Background: an optimization exercise with open tools, aiming at small area, a short achievable clock period and few clock cycles per item. Do not read the settings as production practice. Function was not checked in any run shown here: the RTL went through the layout flow alone. No activity file was given, so power comes from the tool's default toggle rates.

==> flow/design.v, too long to show whole: its modules and the start of the top module <==
// module booth_multiplier: 1568 lines
module booth_multiplier #(
  parameter MUL_WIDTH = 32
) (
  input                        clk,
  input                        rst_n,
  input                        start,
  input                        sign,
  input      [  MUL_WIDTH-1:0] data_in1,
  input      [  MUL_WIDTH-1:0] data_in2,
  output     [2*MUL_WIDTH-1:0] data_out,
  output reg                   ready
);
  // ...
==> flow/flow/run.sh <==
#!/bin/bash
# Own layout flow: the standard layout (standard.sh) with two changes.
#  1. Synthesis: Yosys's synth is also given -noabc, which drops the generic
#     "abc -fast" pass that runs before ORFS's full-adder extraction, so
#     extract_fa sees the design's full adders as written and maps them
#     without polarity inverters around the adder cells.  fsm and share are
#     still skipped, the design is flattened and renamed the same way, and ABC
#     still maps the remaining logic after adder extraction.
#  2. Port buffers: every input and output port still gets a buffer, but a
#     plain sky130_fd_sc_hd__buf_2 instead of the slow clkdlybuf4s50_1 that
#     buffer_ports picks by default.
# Each tool's output goes to flow.log here and to ORFS's own logs under orfs/logs.
set -euo pipefail
sed 's/yosys synth -nofsm -noshare /yosys synth -nofsm -noshare -noabc /' synth_recipe.tcl > own_synth.tcl
grep -q -- '-noabc' own_synth.tcl
sed -e 's#synth_recipe\.tcl#own_synth.tcl#g' \
    -e "s#CLKGATE_MAP_FILE= #CLKGATE_MAP_FILE= 'BUFFER_PORTS_ARGS=-buffer_cell sky130_fd_sc_hd__buf_2' #" \
    standard.sh > own_standard.sh
grep -q 'own_synth\.tcl' own_standard.sh
grep -q 'BUFFER_PORTS_ARGS' own_standard.sh
bash own_standard.sh > flow.log 2>&1
==> flow/standard.sh <==
#!/bin/bash
# synth_recipe.tcl (not shown) runs the flow's synth.tcl, then flattens the netlist and writes it again
# the make line also repeats each setting of config.mk as NAME=value (left out here)
make -C /OpenROAD-flow-scripts/flow DESIGN_CONFIG=/design/flow/config.mk WORK_HOME=/design/flow/orfs CLKGATE_MAP_FILE= SYNTH_SCRIPT=/design/flow/synth_recipe.tcl "${@:-finish}"
==> flow/config.mk <==
export PLATFORM = sky130hd
export DESIGN_NAME = booth_multiplier
export DESIGN_NICKNAME = booth_multiplier
export VERILOG_FILES = /design/flow/design.v
export SDC_FILE = /design/flow/constraint.sdc
export NUM_CORES = 4
export LEC_CHECK = 0
export CAP_MARGIN = 20
export CORE_MARGIN = 2
export CORE_UTILIZATION = 40
export SETUP_SLACK_MARGIN = 0.3
export SLEW_MARGIN = 20
==> flow/constraint.sdc <==
create_clock -name core_clock -period 5.0 [get_ports {clk}]
set_input_delay 1.0000 -clock core_clock [delete_from_list [all_inputs] [get_ports {clk}]]
set_output_delay 1.0000 -clock core_clock [all_outputs]
set_load 0.01 [all_outputs]
==> metrics.cfg, run 1 <==
[setup_path]
crit_path_top_delay_cell = fa_1
worst-path-max-fanout = 21
path_buf_inv = 2
critPathLaunch = idle_r$_DFF_P_
cp-endpoint = r1[22]$_DFFE_PP_

[finish]
seqCellArea_um2 = 4590
antennaDiodeCount = 1
nMultiInputCombCells = 2221

[logic_synthesis]
synth-main-ff-cell = edfxtp_1
syn-num-nets = 3268
ys_ff_latch = 170
ys_types = 70
synth_top_family_by_area = compound AO/OA/AOI/OAI gates
synthTopCellsByCount = o21ai_0 (317), fa_1 (297), clkbuf_1 (295)
synth_compound_area_frac = 0.286
yosysTopAreaCell = fa_1

[die]
row_count = 91
die_w_um = 253

[sta]
whs_ns = 0.576
fmaxAchievable_ghz = 0.215

[drt]
vias = 24600
routed.top_layer = met4

[outcome]
status = no timing/DRC/antenna violations

[pwr]
p_leak_nw = 10.6
pg_clk_mw = 1.39
power_mw = 18.6
seq-power_mw = 3.20
max-vdd-ir-drop_mv = 0.336
netSwitchingFraction = 0.492
pwr-share-seq = 0.172

[global_routing]
grt_use_met1 = 0.373
grt_util_met2 = 0.501

[hold_path]
holdCritPathClass = in2reg

[clock_network]
tritoncts = done

==> run 2: changes to the inputs <==
--- a/flow/design.v
+++ b/flow/design.v
@@ -6,106 +6,139 @@
   input                        start,
   input                        sign,
   input      [  MUL_WIDTH-1:0] data_in1,
   input      [  MUL_WIDTH-1:0] data_in2,
   output     [2*MUL_WIDTH-1:0] data_out,
   output reg                   ready
 );
   reg  [32:0] a_r;          
-  reg  [33:17] b_r;         
   reg  [49:0] r0, r1;     
   reg  [17:0] lo_r;         
   wire [32:0] a_in = {sign & data_in1[31], data_in1};
   wire [33:0] b_in = {{2{sign & data_in2[31]}}, data_in2};
   wire go = ready & start & rst_n;    
-  reg         idle_a0, idle_r, idle_g;
+  reg         idle_a0, idle_a1, idle_r, idle_g;
   wire [32:0] am0 = idle_a0 ? a_in : a_r;
-  wire [8:0] x0, x1, x2;
+  wire [32:0] am1 = idle_a1 ? a_in : a_r;
+  wire [8:0] xp0, xp1, xp2, xb0, xb1, xb2;
   wire [8:0] neg, one, two;
-  assign x0[0] = ~idle_r & b_r[17];
-  assign x1[0] = idle_r ? b_in[0] : b_r[18];
-  assign x2[0] = idle_r ? b_in[1] : b_r[19];
-  assign x0[1] = idle_r ? b_in[1] : b_r[19];
-  assign x1[1] = idle_r ? b_in[2] : b_r[20];
-  assign x2[1] = idle_r ? b_in[3] : b_r[21];
-  assign x0[2] = idle_r ? b_in[3] : b_r[21];
-  assign x1[2] = idle_r ? b_in[4] : b_r[22];
-  assign x2[2] = idle_r ? b_in[5] : b_r[23];
-  assign x0[3] = idle_r ? b_in[5] : b_r[23];
-  assign x1[3] = idle_r ? b_in[6] : b_r[24];
-  assign x2[3] = idle_r ? b_in[7] : b_r[25];
-  assign x0[4] = idle_r ? b_in[7] : b_r[25];
-  assign x1[4] = idle_r ? b_in[8] : b_r[26];
-  assign x2[4] = idle_r ? b_in[9] : b_r[27];
-  assign x0[5] = idle_r ? b_in[9] : b_r[27];
-  assign x1[5] = idle_r ? b_in[10] : b_r[28];
-  assign x2[5] = idle_r ? b_in[11] : b_r[29];
-  assign x0[6] = idle_r ? b_in[11] : b_r[29];
-  assign x1[6] = idle_r ? b_in[12] : b_r[30];
-  assign x2[6] = idle_r ? b_in[13] : b_r[31];
-  assign x0[7] = idle_r ? b_in[13] : b_r[31];
-  assign x1[7] = idle_r ? b_in[14] : b_r[32];
-  assign x2[7] = idle_r ? b_in[15] : b_r[33];
-  assign x0[8] = idle_r & b_in[15];
-  assign x1[8] = idle_r & b_in[16];
-  assign x2[8] = idle_r & b_in[17];
-  wire [8:0] neg_d = x2;
-  wire [8:0] one_d = x1 ^ x0;
-  wire [8:0] two_d = (x2 & ~x1 & ~x0) | (~x2 & x1 & x0);
-  assign neg[0] = neg_d[0];
-  assign one[0] = one_d[0];
-  assign two[0] = two_d[0];
-  assign neg[1] = neg_d[1];
-  assign one[1] = one_d[1];
-  assign two[1] = two_d[1];
-  assign neg[2] = neg_d[2];
-  assign one[2] = one_d[2];
-  assign two[2] = two_d[2];
-  assign neg[3] = neg_d[3];
-  assign one[3] = one_d[3];
-  assign two[3] = two_d[3];
-  assign neg[4] = neg_d[4];
-  assign one[4] = one_d[4];
-  assign two[4] = two_d[4];
-  assign neg[5] = neg_d[5];
-  assign one[5] = one_d[5];
-  assign two[5] = two_d[5];
-  assign neg[6] = neg_d[6];
-  assign one[6] = one_d[6];
-  assign two[6] = two_d[6];
-  assign neg[7] = neg_d[7];
-  assign one[7] = one_d[7];
-  assign two[7] = two_d[7];
-  assign neg[8] = neg_d[8];
-  assign one[8] = one_d[8];
-  assign two[8] = two_d[8];
+  reg  [7:0] negb_r, oneb_r, twob_r;
+  assign xp0[0] = 1'b0;
+  assign xb0[0] = b_in[17];
+  assign xp1[0] = b_in[0];
+  assign xb1[0] = b_in[18];
+  assign xp2[0] = b_in[1];
+  assign xb2[0] = b_in[19];
+  assign xp0[1] = b_in[1];
+  assign xb0[1] = b_in[19];
+  assign xp1[1] = b_in[2];
+  assign xb1[1] = b_in[20];
+  assign xp2[1] = b_in[3];
+  assign xb2[1] = b_in[21];
+  assign xp0[2] = b_in[3];
+  assign xb0[2] = b_in[21];
+  assign xp1[2] = b_in[4];
+  assign xb1[2] = b_in[22];
+  assign xp2[2] = b_in[5];
+  assign xb2[2] = b_in[23];
+  assign xp0[3] = b_in[5];
+  assign xb0[3] = b_in[23];
+  assign xp1[3] = b_in[6];
+  assign xb1[3] = b_in[24];
+  assign xp2[3] = b_in[7];
+  assign xb2[3] = b_in[25];
+  assign xp0[4] = b_in[7];
+  assign xb0[4] = b_in[25];
+  assign xp1[4] = b_in[8];
+  assign xb1[4] = b_in[26];
+  assign xp2[4] = b_in[9];
+  assign xb2[4] = b_in[27];
+  assign xp0[5] = b_in[9];
+  assign xb0[5] = b_in[27];
+  assign xp1[5] = b_in[10];
+  assign xb1[5] = b_in[28];
+  assign xp2[5] = b_in[11];
+  assign xb2[5] = b_in[29];
+  assign xp0[6] = b_in[11];
+  assign xb0[6] = b_in[29];
+  assign xp1[6] = b_in[12];
+  assign xb1[6] = b_in[30];
+  assign xp2[6] = b_in[13];
+  assign xb2[6] = b_in[31];
+  assign xp0[7] = b_in[13];
+  assign xb0[7] = b_in[31];
+  assign xp1[7] = b_in[14];
+  assign xb1[7] = b_in[32];
+  assign xp2[7] = b_in[15];
+  assign xb2[7] = b_in[33];
+  assign xp0[8] = b_in[15];
+  assign xb0[8] = 1'b0;
+  assign xp1[8] = b_in[16];
+  assign xb1[8] = 1'b0;
+  assign xp2[8] = b_in[17];
+  assign xb2[8] = 1'b0;
+  wire [8:0] negp = xp2;
+  wire [8:0] onep = xp1 ^ xp0;
+  wire [8:0] twop = (xp2 & ~xp1 & ~xp0) | (~xp2 & xp1 & xp0);
+  wire [8:0] negb = xb2;
+  wire [8:0] oneb = xb1 ^ xb0;
+  wire [8:0] twob = (xb2 & ~xb1 & ~xb0) | (~xb2 & xb1 & xb0);
+  assign neg[0] = idle_r ? negp[0] : negb_r[0];
+  assign one[0] = idle_r ? onep[0] : oneb_r[0];
+  assign two[0] = idle_r ? twop[0] : twob_r[0];
+  assign neg[1] = idle_r ? negp[1] : negb_r[1];
+  assign one[1] = idle_r ? onep[1] : oneb_r[1];
+  assign two[1] = idle_r ? twop[1] : twob_r[1];
+  assign neg[2] = idle_r ? negp[2] : negb_r[2];
+  assign one[2] = idle_r ? onep[2] : oneb_r[2];
+  assign two[2] = idle_r ? twop[2] : twob_r[2];
+  assign neg[3] = idle_r ? negp[3] : negb_r[3];
+  assign one[3] = idle_r ? onep[3] : oneb_r[3];
+  assign two[3] = idle_r ? twop[3] : twob_r[3];
+  assign neg[4] = idle_r ? negp[4] : negb_r[4];
+  assign one[4] = idle_r ? onep[4] : oneb_r[4];
+  assign two[4] = idle_r ? twop[4] : twob_r[4];
+  assign neg[5] = idle_r ? negp[5] : negb_r[5];
+  assign one[5] = idle_r ? onep[5] : oneb_r[5];
+  assign two[5] = idle_r ? twop[5] : twob_r[5];
+  assign neg[6] = idle_r ? negp[6] : negb_r[6];
+  assign one[6] = idle_r ? onep[6] : oneb_r[6];
+  assign two[6] = idle_r ? twop[6] : twob_r[6];
+  assign neg[7] = idle_r ? negp[7] : negb_r[7];
+  assign one[7] = idle_r ? onep[7] : oneb_r[7];
+  assign two[7] = idle_r ? twop[7] : twob_r[7];
+  assign neg[8] = idle_r & negp[8];
+  assign one[8] = idle_r & onep[8];
+  assign two[8] = idle_r & twop[8];
   wire [33:0] axi = {a_in[32], a_in};
   wire [33:0] axi1 = {a_in, 1'b0};
   wire [33:0] axr = {a_r[32], a_r};
   wire [33:0] axr1 = {a_r, 1'b0};
   wire [33:0] ax0 = {am0[32], am0};
   wire [33:0] ax1_0 = {am0, 1'b0};
+  wire [33:0] ax1 = {am1[32], am1};
+  wire [33:0] ax1_1 = {am1, 1'b0};
   wire [33:0] pp0;
   wire [33:0] pp1;
   wire [33:0] pp2;
   wire [33:0] pp3;
   wire [33:0] pp4;
   wire [33:0] pp5;
   wire [33:0] pp6;
   wire [33:0] pp7;
   wire [33:0] pp8;
   assign pp0 = (({34{one[0]}} & ax0) | ({34{two[0]}} & ax1_0)) ^ {34{neg[0]}};
   assign pp1 = (({34{one[1]}} & ax0) | ({34{two[1]}} & ax1_0)) ^ {34{neg[1]}};
   assign pp2 = (({34{one[2]}} & ax0) | ({34{two[2]}} & ax1_0)) ^ {34{neg[2]}};
   assign pp3 = (({34{one[3]}} & ax0) | ({34{two[3]}} & ax1_0)) ^ {34{neg[3]}};
-  assign pp4 = (({34{one[4]}} & ax0) | ({34{two[4]}} & ax1_0)) ^ {34{neg[4]}};
-  assign pp5 = (({34{one[5]}} & ax0) | ({34{two[5]}} & ax1_0)) ^ {34{neg[5]}};
-  assign pp6 = (({34{one[6]}} & ax0) | ({34{two[6]}} & ax1_0)) ^ {34{neg[6]}};
-  assign pp7 = (({34{one[7]}} & ax0) | ({34{two[7]}} & ax1_0)) ^ {34{neg[7]}};
+  assign pp4 = (({34{one[4]}} & ax1) | ({34{two[4]}} & ax1_1)) ^ {34{neg[4]}};
+  assign pp5 = (({34{one[5]}} & ax1) | ({34{two[5]}} & ax1_1)) ^ {34{neg[5]}};
+  assign pp6 = (({34{one[6]}} & ax1) | ({34{two[6]}} & ax1_1)) ^ {34{neg[6]}};
+  assign pp7 = (({34{one[7]}} & ax1) | ({34{two[7]}} & ax1_1)) ^ {34{neg[7]}};
   assign pp8 = (({34{one[8]}} & axi) | ({34{two[8]}} & axi1)) ^ {34{neg[8]}};
   wire [31:0] acc0 = r0[49:18] & {32{~idle_g}};
   wire [31:0] acc1 = r1[49:18] & {32{~idle_g}};
   wire [18:0] lo_sum = {1'd0, r0[17:0]} + {1'd0, r1[17:0]};
   wire [0:0] lo_cy = lo_sum[18:18] & {1{~idle_g}};
   wire [63:0] t0, t1;
   wire hs0;
   wire hc0;
@@ -1549,20 +1582,44 @@
   assign t1[61] = 1'b0;
   assign t0[62] = 1'b0;
   assign t1[62] = 1'b0;
   assign t0[63] = 1'b0;
   assign t1[63] = 1'b0;
   assign data_out = {r0[45:0] + r1[45:0], lo_r};
   always @(posedge clk) begin
     a_r <= a_in;
-    b_r <= b_in[33:17];
+    negb_r[0] <= negb[0];
+    negb_r[1] <= negb[1];
+    negb_r[2] <= negb[2];
+    negb_r[3] <= negb[3];
+    negb_r[4] <= negb[4];
+    negb_r[5] <= negb[5];
+    negb_r[6] <= negb[6];
+    negb_r[7] <= negb[7];
+    oneb_r[0] <= oneb[0];
+    oneb_r[1] <= oneb[1];
+    oneb_r[2] <= oneb[2];
+    oneb_r[3] <= oneb[3];
+    oneb_r[4] <= oneb[4];
+    oneb_r[5] <= oneb[5];
+    oneb_r[6] <= oneb[6];
+    oneb_r[7] <= oneb[7];
+    twob_r[0] <= twob[0];
+    twob_r[1] <= twob[1];
+    twob_r[2] <= twob[2];
+    twob_r[3] <= twob[3];
+    twob_r[4] <= twob[4];
+    twob_r[5] <= twob[5];
+    twob_r[6] <= twob[6];
+    twob_r[7] <= twob[7];
     if (!ready) lo_r <= lo_sum[17:0];
     if (!ready || start) begin
       r0 <= t0[49:0];
       r1 <= t1[49:0];
     end
     ready <= ~go;
     idle_a0 <= ~(rst_n & idle_a0 & start);
+    idle_a1 <= ~(rst_n & idle_a1 & start);
     idle_r <= ~(rst_n & idle_r & start);
     idle_g <= ~(rst_n & idle_g & start);
   end
 endmodule
==> metrics.cfg, run 2 <==
[global_routing]
overflow = 0  ; unchanged
track_usage = 0.248  ; was 0.314
grt_pass1_vias = 16500  ; was 23600
grt_max_degree = 54  ; was 66
grt_pass1_wl_um = 101000  ; was 150000 µm
antenna_found_initial = 1  ; unchanged

[drt]
first_pass_iters = 8  ; was 11
drt_wl_total_um = 65300  ; was 101000 µm
vias = 15700  ; was 24600
drt-initial-drc-count = 1513  ; was 2903
avgViaCountPerCell = 5.85  ; was 6.68
wl_per_cell_um = 24.4  ; was 27.4 µm
drc_errors = 0  ; unchanged
ant_nets = 0  ; unchanged

[outcome]
status = no timing/DRC/antenna violations  ; unchanged

[setup_path]
cp-end-kind = output pin  ; was flip-flop
cp_data_required_time_ns = 4.00  ; was 5.23 ns
cp_cell_sequence = ha_1 -> fa_1 -> a211oi_2 -> o21ai_2 -> a21boi_2 -> o221ai_2 -> a31oi_1 -> nor4bb_1 -> or3_1 -> xnor2_1 -> buf_2  ; was buf_12 -> mux2_2 -> nand2_1 -> buf_12 -> o22ai_1 -> a221oi_1 -> fa_1 -> fa_1 -> fa_1 -> fa_1 -> fa_1
worst-path-max-fanout = 4  ; was 21
regToRegSetupSlack_ns = 0.53  ; was 0.34 ns
critical-path-max-stage-delay_ns = 0.45  ; was 0.58 ns
r2r_start = idle_r$_DFF_P_  ; unchanged
r2r-end = r1[17]$_DFFE_PP_  ; was r1[22]$_DFFE_PP_
worstRegToRegCells = 9  ; was 11
worst_setup_path_start_kind = flip-flop  ; unchanged
timing.setup.critical_path_class = reg2out  ; was reg2reg
crit_path_top_delay_cell = fa_1  ; unchanged
arrival_ns = 3.49  ; was 4.89 ns

[pwr]
p_leak_nw = 8.88  ; was 10.6 nW
max-vdd-ir-drop_mv = 0.356  ; was 0.336 mV
p_sw_mw = 8.59  ; was 9.15 mW
pwr-share-seq = 0.183  ; was 0.172
netSwitchingFraction = 0.469  ; was 0.492
combPwrFrac = 0.740  ; was 0.753
clkPwrFrac = 0.077  ; was 0.075
p_int_mw = 9.74  ; was 9.44 mW
power_density_nw_per_um2 = 782  ; was 650 nW/µm²

[sta]
tightest_slew_ns = 0.810  ; was 1.05 ns
final-setup-viol-count = 0  ; unchanged
relSlewSlack = 0.460  ; was 0.299
rsz0062_at_grt = false  ; was true
setup_tns_ns = 0  ; unchanged
fin_crit_sh = 0.899  ; was 0.932
fmaxAchievable_ghz = 0.223  ; was 0.215 GHz
maxSlewViolCount = 0  ; unchanged
hold_viol = 0  ; unchanged
skew_ns = 0.0136  ; was 0.0233 ns
whs_ns = 0.510  ; was 0.576 ns
min_period_ns = 4.49  ; was 4.66 ns

[clock_network]
cts_root_buf = clkbuf_16  ; unchanged
postCtsHoldBufs = 0  ; unchanged
cts.sinks = 178  ; was 170
cts-buffers-inserted = 17  ; unchanged
clk_path_buf_depth = 2  ; unchanged
clk_pin_slew_ns = 0.07  ; was 0.08 ns
htree_num_levels = 4  ; unchanged
clock_latency_ns = 0.47  ; was 0.52 ns
tritoncts = done  ; unchanged

[logic_synthesis]
synthMuxAreaShare = 0.0398  ; was 0.0356
syn-num-nets = 2356  ; was 3268
synthTopCellsByCount = xnor2_1 (342), fa_1 (297), a22oi_1 (287)  ; was o21ai_0 (317), fa_1 (297), clkbuf_1 (295)
synth-main-ff-cell = edfxtp_1  ; unchanged
syn-instance-count = 1914  ; was 2826
synth-warning-count = 1  ; unchanged
yosysTopAreaCell = fa_1  ; unchanged
netlist_area_um2 = 21200  ; was 24800 µm²
ys_ff_latch = 178  ; was 170
synth_top_family_by_area = adder cells  ; was compound AO/OA/AOI/OAI gates
synth-edff-count = 117  ; unchanged
synthTopCellsByArea = fa_1 (28%), edfxtp_1 (17%), xnor2_1 (14%), a22oi_1 (10%), dfxtp_1 (5.8%)  ; was fa_1 (24%), edfxtp_1 (14%), o21ai_0 (6.4%), o22ai_1 (6.1%), a21oi_1 (5.7%)
synth.avg_cell_area_um2 = 11.1  ; was 8.77 µm²
post-synth-top-count-cell = xnor2_1  ; was o21ai_0
synth_compound_area_frac = 0.163  ; was 0.286
ys_types = 69  ; was 70
synth_fa_ha_area_frac = 0.326  ; was 0.279
ys_seq_area_frac = 0.223  ; was 0.184
yosys.area_share.simple = 0.0569  ; was 0.0900
synth-xor-area-share = 0.151  ; was 0.0555
ys_async_sr_fraction = 0  ; unchanged
synth_top_area_frac = 0.280  ; was 0.240

[finish]
mostFrequentLayoutCell = xnor2_1  ; was o21ai_0
area_delta_synth_final_pct = 10.6  ; was 15.4%
reg_top3 = r0: 50 flops, r1: 49 flops, a_r: 33 flops  ; unchanged
fillers = 4896  ; was 5837
fin_nets = 2421  ; was 3318
final_cell_mix = xnor2_1 (342), fa_1 (297), a22oi_1 (287)  ; was o21ai_0 (316), fa_1 (295), a21oi_1 (278)
regMostFlops = r0  ; unchanged
largest_register_ffs = 50  ; unchanged
layout-drive-gt1-share = 0.166  ; was 0.192

[placed_design]
port_buffers = 132  ; unchanged
finalWeightedCongestion = 0.922  ; was 0.979
dp_hpwl_um = 52000  ; was 74800 µm

[die]
core_area_um2 = 52400  ; was 61500 µm²
initial_core_util = 0.404  ; was 0.403
die_w_um = 234  ; was 253 µm
pin_count = 133  ; unchanged
fp.dieH_um = 234  ; was 253 µm
dieArea_um2 = 54900  ; was 64000 µm²
row_count = 84  ; was 91

[hold_path]
hp-start = idle_g$_DFF_P_  ; was data_in2[20]
holdPathEnd = idle_g$_DFF_P_  ; was b_r[20]$_DFF_P_
holdCritPathClass = reg2reg  ; was in2reg
hold_depth = 1  ; unchanged

[flow_run]
max_cap_violations = 0  ; unchanged

==> run 2: critical path, delay by kind of cell (launching register included) <==
kind / cells / cell delay [ns]
xor+xnor: 1 / 0.16
compound gates: 5 / 1.16
flops: 1 / 0.37
simple gates: 2 / 0.45
buf+inv: 1 / 0.17
fa+ha+maj: 2 / 0.71
==> run 2: layer usage <==
metal / up-vias / share of wire / global-route usage
li1: 6873 / - / -
met1: 7971 / 0.40 / 0.306
met2: 700 / 0.49 / 0.425
met3: 146 / 0.058 / 0.0398
met4: 2 / 0.048 / 0.111
met5: - / 0.00020 / 0
==> run 2: cell type report <==
type                    instances  area (µm²)  area share
multi-input cells            1542       15700       0.670
clock buffers                  20         437      0.0186
inverters                      56         213     0.00907
diodes                          1        2.50    0.000107
well taps                     688         861      0.0367
clock inverters                12         159     0.00678
repair buffers                184        1310      0.0560
flip-flops and latches        178        4740       0.202
==> run 2: repair_timing <==
action                                 4_1_cts  5_1_grt
endpoints found under the hold margin        0        0
setup endpoints to repair                    0        5
gates resized for setup                      0        4
buffers inserted                             0        1
==> run 2: stage by stage <==
step           setup WS (ns)  instances  cell area [µm²]   util  total power [mW]
2_1_floorplan          0.308       1914            21200      -              12.7
3_3_place_gp           0.186       2647            22800  0.435              16.7
5_1_grt                0.328       2680            23400  0.447              20.2
4_1_cts                0.333       2679            23400  0.447              18.5
3_5_place_dp           0.216       2647            22800  0.435              17.0
6_report               0.507       2681            23400  0.447              18.3
==> run 2: worst max path at each step <==
stage	start	end	slack [ns]
2_1_floorplan	data_in2[17]	r1[18]$_DFFE_PP_	0.31
3_3_place_gp	data_in2[1]	r1[19]$_DFFE_PP_	0.19
3_5_place_dp	data_in2[2]	r1[19]$_DFFE_PP_	0.22
4_1_cts	r0[0]$_DFFE_PP_	data_out[54]	0.33
5_1_grt	r0[0]$_DFFE_PP_	data_out[42]	0.33
6_report	r0[0]$_DFFE_PP_	data_out[42]	0.51
==> run 2: power groups by stage <==
| stage | Combinational (mW) | Sequential [mW] | Clock, mW |
|---|---|---|---|
| detailed placement | 13.6 | 3.39 | 0 |
| finish | 13.6 | 3.36 | 1.41 |
| global placement | 13.3 | 3.39 | 0 |
| CTS | 13.7 | 3.36 | 1.44 |
| floorplan | 9.48 | 3.25 | 0 |
| global route | 15.3 | 3.42 | 1.48 |
==> run 2: kinds of logic (layout without fill, tap and decap cells) <==
group | after synthesis | count (layout)
buffers and inverters | 194 | 272
adder cells (fa/ha/maj) | 374 | 374
other | 0 | 1
AND/OR/NAND/NOR | 242 | 242
flip-flops | 178 | 178
multiplexers | 76 | 76
XOR/XNOR | 365 | 365
AO/OA/AOI/OAI | 485 | 485
==> run 3: changes to the inputs <==
--- a/flow/config.mk
+++ b/flow/config.mk
@@ -7,6 +7,6 @@
 export LEC_CHECK = 0
 export CAP_MARGIN = 20
 export CORE_MARGIN = 2
-export CORE_UTILIZATION = 40
-export SETUP_SLACK_MARGIN = 0.3
+export CORE_UTILIZATION = 55
+export SETUP_SLACK_MARGIN = 0.6
 export SLEW_MARGIN = 20
==> metrics.cfg, run 3 <==
[sta]
tightest_slew_ns = 0.902  ; was 0.810 ns
rsz0062_at_grt = true  ; was false
relSlewSlack = 0.398  ; was 0.460
fmaxAchievable_ghz = 0.231  ; was 0.223 GHz
setup_tns_ns = 0  ; unchanged
skew_ns = 0.0170  ; was 0.0136 ns
hold_viol = 0  ; unchanged
maxSlewViolCount = 0  ; unchanged
fin_crit_sh = 0.867  ; was 0.899
min_period_ns = 4.33  ; was 4.49 ns
final-setup-viol-count = 0  ; unchanged

[clock_network]
cts.sinks = 178  ; unchanged
postCtsHoldBufs = 0  ; unchanged
clk_path_buf_depth = 2  ; unchanged
clk_pin_slew_ns = 0.08  ; was 0.07 ns
cts-buffers-inserted = 17  ; unchanged
clock_latency_ns = 0.47  ; about the same
htree_num_levels = 4  ; unchanged
tritoncts = done  ; unchanged
cts_root_buf = clkbuf_16  ; unchanged

[logic_synthesis]
syn-num-nets = 2356  ; unchanged
synth-edff-count = 117  ; unchanged
ys_types = 69  ; unchanged
post-synth-top-count-cell = xnor2_1  ; unchanged
syn-instance-count = 1914  ; unchanged
synth-main-ff-cell = edfxtp_1  ; unchanged
synth.avg_cell_area_um2 = 11.1  ; unchanged
ys_async_sr_fraction = 0  ; unchanged
synth-warning-count = 1  ; unchanged
ys_ff_latch = 178  ; unchanged
netlist_area_um2 = 21200  ; unchanged
synthTopCellsByArea = fa_1 (28%), edfxtp_1 (17%), xnor2_1 (14%), a22oi_1 (10%), dfxtp_1 (5.8%)  ; unchanged
ys_seq_area_frac = 0.223  ; unchanged
synthTopCellsByCount = xnor2_1 (342), fa_1 (297), a22oi_1 (287)  ; unchanged
yosysTopAreaCell = fa_1  ; unchanged
synth_top_area_frac = 0.280  ; unchanged

[setup_path]
cp.depth = 10  ; was 11
worst_setup_path_start_kind = flip-flop  ; unchanged
crit_path_top_delay_cell = ha_2  ; was fa_1
cp_data_required_time_ns = 4.00  ; about the same
arrival_ns = 3.33  ; was 3.49 ns
critical-path-max-stage-delay_ns = 0.41  ; was 0.45 ns
worstRegToRegCells = 9  ; unchanged
cp_top_family = compound AO/OA/AOI/OAI gates  ; unchanged
cp-end-kind = output pin  ; unchanged
cp_cell_sequence = ha_2 -> nand3_1 -> nor3_1 -> o21ai_2 -> a31o_2 -> o21ai_4 -> a41oi_4 -> o31a_1 -> xnor2_1 -> buf_2  ; was ha_1 -> fa_1 -> a211oi_2 -> o21ai_2 -> a21boi_2 -> o221ai_2 -> a31oi_1 -> nor4bb_1 -> or3_1 -> xnor2_1 -> buf_2
timing.setup.critical_path_class = reg2out  ; unchanged
path_buf_inv = 1  ; unchanged
worst-path-max-fanout = 6  ; was 4

[pwr]
max-vdd-ir-drop_mv = 0.385  ; was 0.356 mV
power_mw = 19.0  ; was 18.3 mW
p_leak_nw = 9.08  ; was 8.88 nW
power_density_nw_per_um2 = 800  ; was 782 nW/µm²

[finish]
largest_register_ffs = 50  ; unchanged
final_cell_mix = xnor2_1 (342), fa_1 (280), a22oi_1 (276)  ; was xnor2_1 (342), fa_1 (297), a22oi_1 (287)
regMostFlops = r0  ; unchanged
area_delta_synth_final_pct = 12.2  ; was 10.6%
fin_nets = 2445  ; was 2421
mostFrequentLayoutCell = xnor2_1  ; unchanged
layout-drive-gt1-share = 0.203  ; was 0.166
fin_cells = 2527  ; was 2681
reg_top3 = r0: 50 flops, r1: 49 flops, a_r: 33 flops  ; unchanged
final_util = 0.628  ; was 0.447
antennaDiodeCount = 0  ; was 1

[die]
dieArea_um2 = 40100  ; was 54900 µm²
core_area_um2 = 37800  ; was 52400 µm²
row_count = 71  ; was 84
initial_core_util = 0.560  ; was 0.404
fp.dieH_um = 200  ; was 234 µm
die_w_um = 200  ; was 234 µm
pin_count = 133  ; unchanged

[drt]
vias = 16000  ; was 15700
ant_nets = 0  ; unchanged
drc_errors = 0  ; unchanged
first_pass_iters = 9  ; was 8
drt-initial-drc-count = 1499  ; was 1513
avgViaCountPerCell = 6.33  ; was 5.85
wl_per_cell_um = 26.5  ; was 24.4 µm
drt_wl_total_um = 67100  ; was 65300 µm

[global_routing]
grt_pass1_vias = 16400  ; was 16500
grt_pass1_wl_um = 101000  ; about the same
antenna_found_initial = 1  ; unchanged
grt_max_degree = 51  ; was 54
track_usage = 0.335  ; was 0.248
overflow = 0  ; unchanged

[placed_design]
finalWeightedCongestion = 0.959  ; was 0.922
port_buffers = 132  ; unchanged
dp_hpwl_um = 52000  ; about the same
dp_cells = 2477  ; was 2647

[flow_run]
max_cap_violations = 0  ; unchanged

[hold_path]
holdCritPathClass = reg2reg  ; unchanged
hold_depth = 1  ; unchanged

[outcome]
status = no timing/DRC/antenna violations  ; unchanged

==> run 3: changes by cell type in the layout (fill, tap and decap cells not counted), sizes merged <==
cell      before  now
buf          184  204
diode          1    0
inv           55   62
clkinv         6    5
clkbuf        20   23
clkinvlp       4    0
bufinv         3    2
==> run 3: logic make-up (layout without fill, tap and decap cells) <==
family / count (synthesis) / count (layout) / synth area share
AND/OR/NAND/NOR: 242 / 242 / 0.0569
buffers and inverters: 194 / 296 / 0.0402
XOR/XNOR: 365 / 365 / 0.151
adder cells (fa/ha/maj): 374 / 374 / 0.326
multiplexers: 76 / 76 / 0.0398
flip-flops: 178 / 178 / 0.223
AO/OA/AOI/OAI: 485 / 485 / 0.163
==> run 3: what timing repair did <==
action,in CTS,in global routing
pin swaps,4,13
cloned,0,4
buffers inserted,1,13
resized for setup,13,49
setup endpoints to repair,33,33
==> run 3: where the power goes <==
part | total (mW) | switching (mW) | leakage (nW) | internal (mW)
registers | 3.37 | 0.319 | 1.67 | 3.05
logic | 14.2 | 7.95 | 7.09 | 6.23
clock network | 1.48 | 0.671 | 0.317 | 0.809
total | 19.0 | 8.94 | 9.08 | 10.1
==> run 3: cell type report <==
| class | instances | area, µm² |
|---|---|---|
| clock inverters | 13 | 181 |
| clock buffers | 19 | 464 |
| multi-input cells | 1542 | 16000 |
| inverters | 56 | 219 |
| flip-flops and latches | 178 | 4740 |
| well taps | 511 | 639 |
| fillers | 3109 | 14100 |
| repair buffers | 208 | 1540 |
==> run 3: final timing paths <==
kind                                  startpoint                to  slack (ns)
worst min-delay path             idle_a1$_DFF_P_   idle_a1$_DFF_P_        0.42
worst max-delay path            r0[12]$_DFFE_PP_      data_out[63]        0.67
worst max register to register   idle_a0$_DFF_P_  r1[22]$_DFFE_PP_        0.69
worst min register to register   idle_a1$_DFF_P_   idle_a1$_DFF_P_        0.42
==> run 3: worst register-to-register path, cell delays in order (launching register included) <==
cell and delay [ns]:
dfxtp_1 0.34, buf_4 0.25, mux2_2 0.50, a22oi_1 0.33, xnor2_1 0.14, fa_1 0.66, fa_1 0.49, fa_2 0.38
fa_1 0.53, fa_1 0.43
==> run 3: routing by layer <==
layer | up-vias | track usage | part of all wire
li1 | 6930 | - | -
met1 | 8096 | 0.408 | 0.38
met2 | 776 | 0.573 | 0.49
met3 | 192 | 0.0433 | 0.060
met4 | 2 | 0.198 | 0.065
met5 | - | 0 | 0.00019
==> run 3: through the flow <==
stage	cell area [µm²]	hold WS, ns	worst slack [ns]
3_3_place_gp	22600	0.390	0.208
3_5_place_dp	22600	0.396	0.195
6_report	23800	0.420	0.667
5_1_grt	23800	0.431	0.549
4_1_cts	23300	0.418	0.601
2_1_floorplan	21400	0.449	0.577

afterwards: timing with drivers on the ports:
In the flow no input, the clock included, has a driving cell. The finished layouts below were timed again as built, in two steps. Step 1 sets driving cells, clkbuf_16 on the clock port and buf_2 on the other inputs (assumed; they add their load-dependent delay and slew). Step 2 moves the port delays by t, midway between the first and last clock arrival at a register: inputs arrive t later, outputs are due t later. That takes back most of the time a late clock gives input paths. Slacks: ideal ports / drivers / drivers and shift; pairs: ideal ports / drivers.
| run | shift t [ns] | setup WS [ns] | clock arrival spread, ns |
|---|---|---|---|
| run 1 | 0.571 | 0.342 / 0.342 / -0.125 | 0.026 / 0.026 |
| run 2 | 0.523 | 0.507 / 0.449 / 0.179 | 0.014 / 0.014 |
| run 3 | 0.518 | 0.667 / 0.610 / 0.201 | 0.017 / 0.017 |
With both steps, setup timing fails in run 1, where it was met with ideal ports. The setup slack of run 1, which loses most, moves by 0.000 ns with the drivers and by -0.467 ns with both steps.
